This design comes from an exercise in tuning for small area on the open sky130 flow, not from production work. Function was checked by simulation only, so behaviour that the tests miss may differ from the original.

## ERM16_microprocessor
module ERM16_microprocessor (input logic init,clk,input logic [15:0] DI,output logic [15:0] ADDR_BUS,DO,output logic wrmem,ioe,intreq);
  logic we3, rst, hlt, wrpc, pcen, prefix, jump, ch, ret, wrflags, seladdr, flagbit;
  logic [1:0] spc_b;
  logic [1:0] stwr;
  logic [4:0] func;
  logic [6:0]  q_ir;
  logic [8:0]  q_op;
  logic [15:0] RD1, RD2, a, b, imm, PC, A_ALU, B_ALU, y, WD3;
  logic bh;
  logic [2:0]  A1, A3;
  logic [5:0]  flags, flags_in;
  always_ff @(posedge clk) begin
    q_ir <= DI[15:9];
    q_op <= DI[8:0];
  end
  assign imm = {{10{q_op[5]}}, q_op[5:0]};
  assign A1  = ret ? 3'b111 : q_op[8:6];
  assign A3  = ch  ? 3'b111 : q_op[8:6];
  always_comb begin
    case (stwr)
      2'd1:    WD3 = imm;
      2'd2:    WD3 = b;
      2'd3:    WD3 = DI;
      default: WD3 = y;
    endcase
  end
  logic md_e, mul_e, sh_e;
  logic [15:0] boh, bin;
  logic b16e, bz;
  assign md_e  = (func == 5'b00010) | (func == 5'b00011) | (func == 5'b00100) | (func[4:1] == 4'b0011);
  assign mul_e = (func == 5'b00010) | (func == 5'b00110);
  assign sh_e  = (func[4:1] == 4'b0011);
  always_comb begin
    boh = 16'd0;
    if (B_ALU[15:4] == 12'd0) boh[B_ALU[3:0]] = 1'b1;
  end
  assign b16e = sh_e & (B_ALU == 16'd16);
  assign bin  = sh_e ? boh : B_ALU;
  logic v1, v2, m1, qs1, k1, a_stale, smul;
  logic [2:0] d1;
  logic [12:0] R;           
  logic [15:0] X;           
  logic [6:0]  rin0;
  logic [5:0]  abs;
  logic [15:10] qs;
  logic [12:0] rs;
  logic [3:0]  q3;
  logic [16:0] r3o;
  logic [15:0] mdres;
  assign smul = v1 ? m1 : mul_e;
  assign rin0 = v1 ? R[6:0] : 7'd0;
  assign abs  = v1 ? X[15:10] : a[15:10];
  mdu_rows #(6, 11)  mdus(.rin(rin0), .abit(abs), .b(bin), .b16(1'b0), .mul(smul), .q(qs), .rout(rs));
  mdu_rows #(12, 15) mdu3(.rin(R), .abit(X[15:12]), .b(b), .b16(bh), .mul(m1), .q(q3), .rout(r3o));
  always_ff @(posedge clk) begin
    v1 <= md_e;
    v2 <= v1 & ~rst;
    if (md_e) begin
      m1 <= mul_e; qs1 <= (func == 5'b00011) | (func == 5'b00111); k1 <= sh_e; d1 <= A3;
    end
    R <= rs;
    X <= {v1 ? X[9:0] : a[9:0], qs};
    a_stale <= (A1 == d1);
  end
  ...
For scale: about 2700 cells after synthesis, roughly 300 flip-flops, ~53 I/O pins, about 21000 µm² of cells after synthesis.
clock: 30.0 ns
lec_check: 0
abc_area: 1
cap_margin: 20
core_margin: 2
core_utilization: 40
cts_buf_list: sky130_fd_sc_hd__clkbuf_16
cts_cluster_diameter: 80
cts_cluster_size: 24
slew_margin: 20
run.sh (not shown) runs the stock make flow with config.mk's settings and CLKGATE_MAP_FILE= SYNTH_SCRIPT=/design/flow/synth_recipe.tcl, a recipe that flattens the netlist after the stock synthesis.
The first run ran to the end with no violations.
==> next run, changes <==
==> flow/flow/run.sh (new file) <==
#!/bin/bash
# The standard layout (standard.sh, unchanged), with the input and output port buffers
# made from the smallest buffer cell instead of the flow's default. Every port still gets
# its own buffer. All of make's output goes to standard_flow.log in this folder.
set -euo pipefail
export BUFFER_PORTS_ARGS="-buffer_cell sky130_fd_sc_hd__buf_1"
bash standard.sh > standard_flow.log 2>&1
==> flow/standard.sh (new file) <==
#!/bin/bash
# synth_recipe.tcl (not shown) runs the flow's synth.tcl, then flattens the netlist and writes it again
# the make line also repeats each setting of config.mk as NAME=value (left out here)
make -C /OpenROAD-flow-scripts/flow DESIGN_CONFIG=/design/flow/config.mk WORK_HOME=/design/flow/orfs CLKGATE_MAP_FILE= SYNTH_SCRIPT=/design/flow/synth_recipe.tcl "${@:-finish}"
--- a/flow/config.mk
+++ b/flow/config.mk
@@ -11,5 +11,5 @@
 export CORE_UTILIZATION = 40
-export CTS_BUF_LIST = sky130_fd_sc_hd__clkbuf_16
-export CTS_CLUSTER_DIAMETER = 80
-export CTS_CLUSTER_SIZE = 24
+export CTS_BUF_LIST = sky130_fd_sc_hd__clkbuf_8
+export CTS_CLUSTER_DIAMETER = 60
+export CTS_CLUSTER_SIZE = 16
 export SLEW_MARGIN = 20
removed: flow/run.sh
Effect:
- The new run ran to the end with no violations
- setup slack is worse by 0.25 ns
- core utilization fell by 0.93 points
- final area fell by 2.1%
- wire length fell by 1.2%
- final cell count rose by 0.51%
- area after synthesis is unchanged
==> next run, changes <==
==> flow/run.sh (new file) <==
#!/bin/bash
# synth_recipe.tcl (not shown) runs the flow's synth.tcl, then flattens the netlist and writes it again
# the make line also repeats each setting of config.mk as NAME=value (left out here)
make -C /OpenROAD-flow-scripts/flow DESIGN_CONFIG=/design/flow/config.mk WORK_HOME=/design/flow/orfs CLKGATE_MAP_FILE= SYNTH_SCRIPT=/design/flow/synth_recipe.tcl finish
removed: flow/flow/run.sh
removed: flow/standard.sh
Routed wire length rose by 1.1%.
Global-route usage goes up by 0.53 points.
Setup slack improved by 0.25 ns.
Non-clock buffer count goes down by 2.
Cell count hardly moves.
Maximum frequency climbs by about 0.9%.
Count of clock-buffer cells in the layout rose by 2.
Flip-flop and latch count is unchanged.
Synthesized cell count is unchanged.


Setup of rev 12:
Another version of the RTL of ERM16_microprocessor (not shown whole).
Size: roughly 2600 cells after synthesis, ~300 flip-flops, roughly 53 I/O pins, ~21000 um^2 of cells after synthesis.
Settings: LEC_CHECK=0, ABC_AREA=1, CAP_MARGIN=20, CORE_MARGIN=2, CORE_UTILIZATION=65, CTS_BUF_LIST=sky130_fd_sc_hd__clkbuf_8, CTS_CLUSTER_DIAMETER=60, CTS_CLUSTER_SIZE=16, PLACE_DENSITY=0.8, SLEW_MARGIN=20; clock period 30.0 ns.
standard.sh (not shown) runs the stock make flow with config.mk's settings and CLKGATE_MAP_FILE= SYNTH_SCRIPT=/design/flow/synth_recipe.tcl, a recipe that flattens the netlist after the stock synthesis.
==> flow/flow/run.sh <==
#!/bin/bash
# The standard layout (standard.sh, unchanged), with the input and output port buffers
# made from the smallest buffer cell instead of the flow's default. Every port still gets
# its own buffer. All of make's output goes to standard_flow.log in this folder.
set -euo pipefail
export BUFFER_PORTS_ARGS="-buffer_cell sky130_fd_sc_hd__buf_1"
bash standard.sh > standard_flow.log 2>&1
Input-level comparison between rev 13 and rev 12:
diff --git a/flow/config.mk b/flow/config.mk
--- a/flow/config.mk
+++ b/flow/config.mk
@@ -11 +11 @@
-export CORE_UTILIZATION = 65
+export CORE_UTILIZATION = 40
@@ -15 +14,0 @@
-export PLACE_DENSITY = 0.8
Findings:
- Going from rev 12 to rev 13, post-detailed-route via-to-cell ratio has decreased; mux share of post-synthesis cell area saw little to no change; number of clock sinks held steady.
- | core utilization | rev 13 vs rev 12 | 26 points lower |
- Sort rev 13 and rev 12 by area growth from synthesis to layout asc -> top: rev 12


## run A
ERM16_microprocessor, a different RTL version from the one above (not shown whole).
For scale: ~21000 um2 of cells after synthesis.
==> flow/config.mk <==
export PLATFORM = sky130hd
export DESIGN_NAME = ERM16_microprocessor
export DESIGN_NICKNAME = ERM16_microprocessor
export VERILOG_FILES = /design/flow/design.v
export SDC_FILE = /design/flow/constraint.sdc
export NUM_CORES = 4
export LEC_CHECK = 0
export ABC_AREA = 1
export CAP_MARGIN = 20
export CORE_MARGIN = 2
export CORE_UTILIZATION = 40
export CTS_BUF_LIST = sky130_fd_sc_hd__clkbuf_8
export CTS_CLUSTER_DIAMETER = 60
export CTS_CLUSTER_SIZE = 16
export SLEW_MARGIN = 20
==> flow/constraint.sdc <==
create_clock -name core_clock -period 30.0 [get_ports {clk}]
set_input_delay 6.0000 -clock core_clock [delete_from_list [all_inputs] [get_ports {clk}]]
set_output_delay 6.0000 -clock core_clock [all_outputs]
set_load 0.01 [all_outputs]
run.sh (not shown) runs the stock make flow with config.mk's settings and CLKGATE_MAP_FILE= SYNTH_SCRIPT=/design/flow/synth_recipe.tcl, a recipe that flattens the netlist after the stock synthesis.
Stock flow here: none of the scripts above is used.
Edits applied to the flow inputs when going from run A to run B:
Settings: CTS_CLUSTER_DIAMETER removed (was 60); CTS_CLUSTER_SIZE removed (was 16); CTS_BUF_LIST removed (was sky130_fd_sc_hd__clkbuf_8).
[summary]
Run B | stages: all done | timing, DRC, antenna: all pass. Taking run A as the reference point, the clock buffer and inverter area fraction after layout of run B rises by 2.4 points. Maximum clock insertion buffer count came out exactly the same in run B and run A. Re initial antenna violation count: run B is 1 up on run A. The core occupancy in the finished layout reported for run B is greater than that of run A by 1.2 points. Between run B and run A, the difference in wire length per cell is negligible. For the global-route usage, run B came in 0.25 points higher than run A did. Between run B and run A, met1 capacity usage during global routing is higher for run A, run B comes in under that. Diff run A -> run B: total overflow reported by the global router comparable.


RTL: one of the versions met above, not the one the previous note started from.
For scale: roughly 2,600 cells after synthesis, roughly 300 flip-flops, roughly 53 I/O pins, roughly 0.021 mm^2 of cells after synthesis.
==> flow/config.mk <==
export PLATFORM = sky130hd
export DESIGN_NAME = ERM16_microprocessor
export DESIGN_NICKNAME = ERM16_microprocessor
export VERILOG_FILES = /design/flow/design.v
export SDC_FILE = /design/flow/constraint.sdc
export NUM_CORES = 4
export LEC_CHECK = 0
export ABC_AREA = 1
export CAP_MARGIN = 20
export CORE_MARGIN = 2
export CORE_UTILIZATION = 55
export CTS_BUF_LIST = sky130_fd_sc_hd__clkbuf_8
export CTS_CLUSTER_DIAMETER = 60
export CTS_CLUSTER_SIZE = 16
export PLACE_DENSITY = 0.7
export SLEW_MARGIN = 20
==> flow/constraint.sdc <==
create_clock -name core_clock -period 30.0 [get_ports {clk}]
set_input_delay 6.0000 -clock core_clock [delete_from_list [all_inputs] [get_ports {clk}]]
set_output_delay 6.0000 -clock core_clock [all_outputs]
set_load 0.01 [all_outputs]
standard.sh (not shown) runs the stock make flow with config.mk's settings and CLKGATE_MAP_FILE= SYNTH_SCRIPT=/design/flow/synth_recipe.tcl, a recipe that flattens the netlist after the stock synthesis.
Scripts as last shown in full above: flow/flow/run.sh
Edit:
==> flow/flow/run.sh (replaced) <==
#!/bin/bash
# The standard layout (standard.sh, unchanged), with two settings passed to ORFS:
# - the input and output port buffers are made from the smallest buffer cell (every port
#   still gets its own buffer);
set -euo pipefail
export BUFFER_PORTS_ARGS="-buffer_cell sky130_fd_sc_hd__buf_1"
export CTS_ARGS="-sink_clustering_enable -repair_clock_nets -sink_clustering_size 16 -sink_clustering_max_diameter 60 -buf_list sky130_fd_sc_hd__clkbuf_8 -dont_use_dummy_load"
bash standard.sh > standard_flow.log 2>&1
Result: The new run completed with no timing, DRC or antenna violations; wire length fell slightly; critical path depth shrinks by 2; die area stays the same.

## separate check: timing with driven ports
No port has a modelled driver above. Below, the same layouts with a new extraction and two added sets of constraints. Step 1 (the two cells are an assumption about what drives the block):
set clk [get_ports {clk}]
set_driving_cell -lib_cell sky130_fd_sc_hd__clkbuf_16 $clk
set_driving_cell -lib_cell sky130_fd_sc_hd__buf_2 [delete_from_list [all_inputs] $clk]
Step 2 adds t to the input delays and takes it off the output delays; t is the mean of the earliest and latest rising clock arrival at the registers after step 1. Input paths then give back, and output paths get back, about the clock's delay inside the block. Slacks: ideal / step 1 / step 2; pairs: ideal / step 1.
run | t, ns | slack for setup (ns) | hold slack, ns | latest minus earliest clock arrival (ns)
the first run of note 1 | 0.631 | 2.153 / 2.153 / 2.153 | 0.469 / 0.469 / 0.469 | 0.036 / 0.037
the second run of note 1 | 0.697 | 1.900 / 1.900 / 1.900 | 0.475 / 0.475 / 0.475 | 0.037 / 0.037
the third run of note 1 | 0.711 | 2.148 / 2.148 / 2.148 | 0.471 / 0.471 / 0.471 | 0.072 / 0.072
rev 12 | 0.679 | 2.600 / 2.600 / 2.600 | 0.468 / 0.468 / 0.468 | 0.029 / 0.029
rev 13 | 0.736 | 2.289 / 2.289 / 2.289 | 0.471 / 0.471 / 0.471 | 0.057 / 0.057
run A | 0.695 | 2.455 / 2.455 / 2.455 | 0.336 / 0.336 / 0.336 | 0.035 / 0.034
run B | 0.612 | 2.472 / 2.472 / 2.472 | 0.327 / 0.327 / 0.327 | 0.038 / 0.038
the first run of note 4 | 0.700 | 2.760 / 2.760 / 2.760 | 0.448 / 0.448 / 0.448 | 0.052 / 0.052
the second run of note 4 | 0.669 | 2.744 / 2.744 / 2.744 | 0.420 / 0.420 / 0.420 | 0.108 / 0.107
After both steps setup and hold are still met in every run listed.
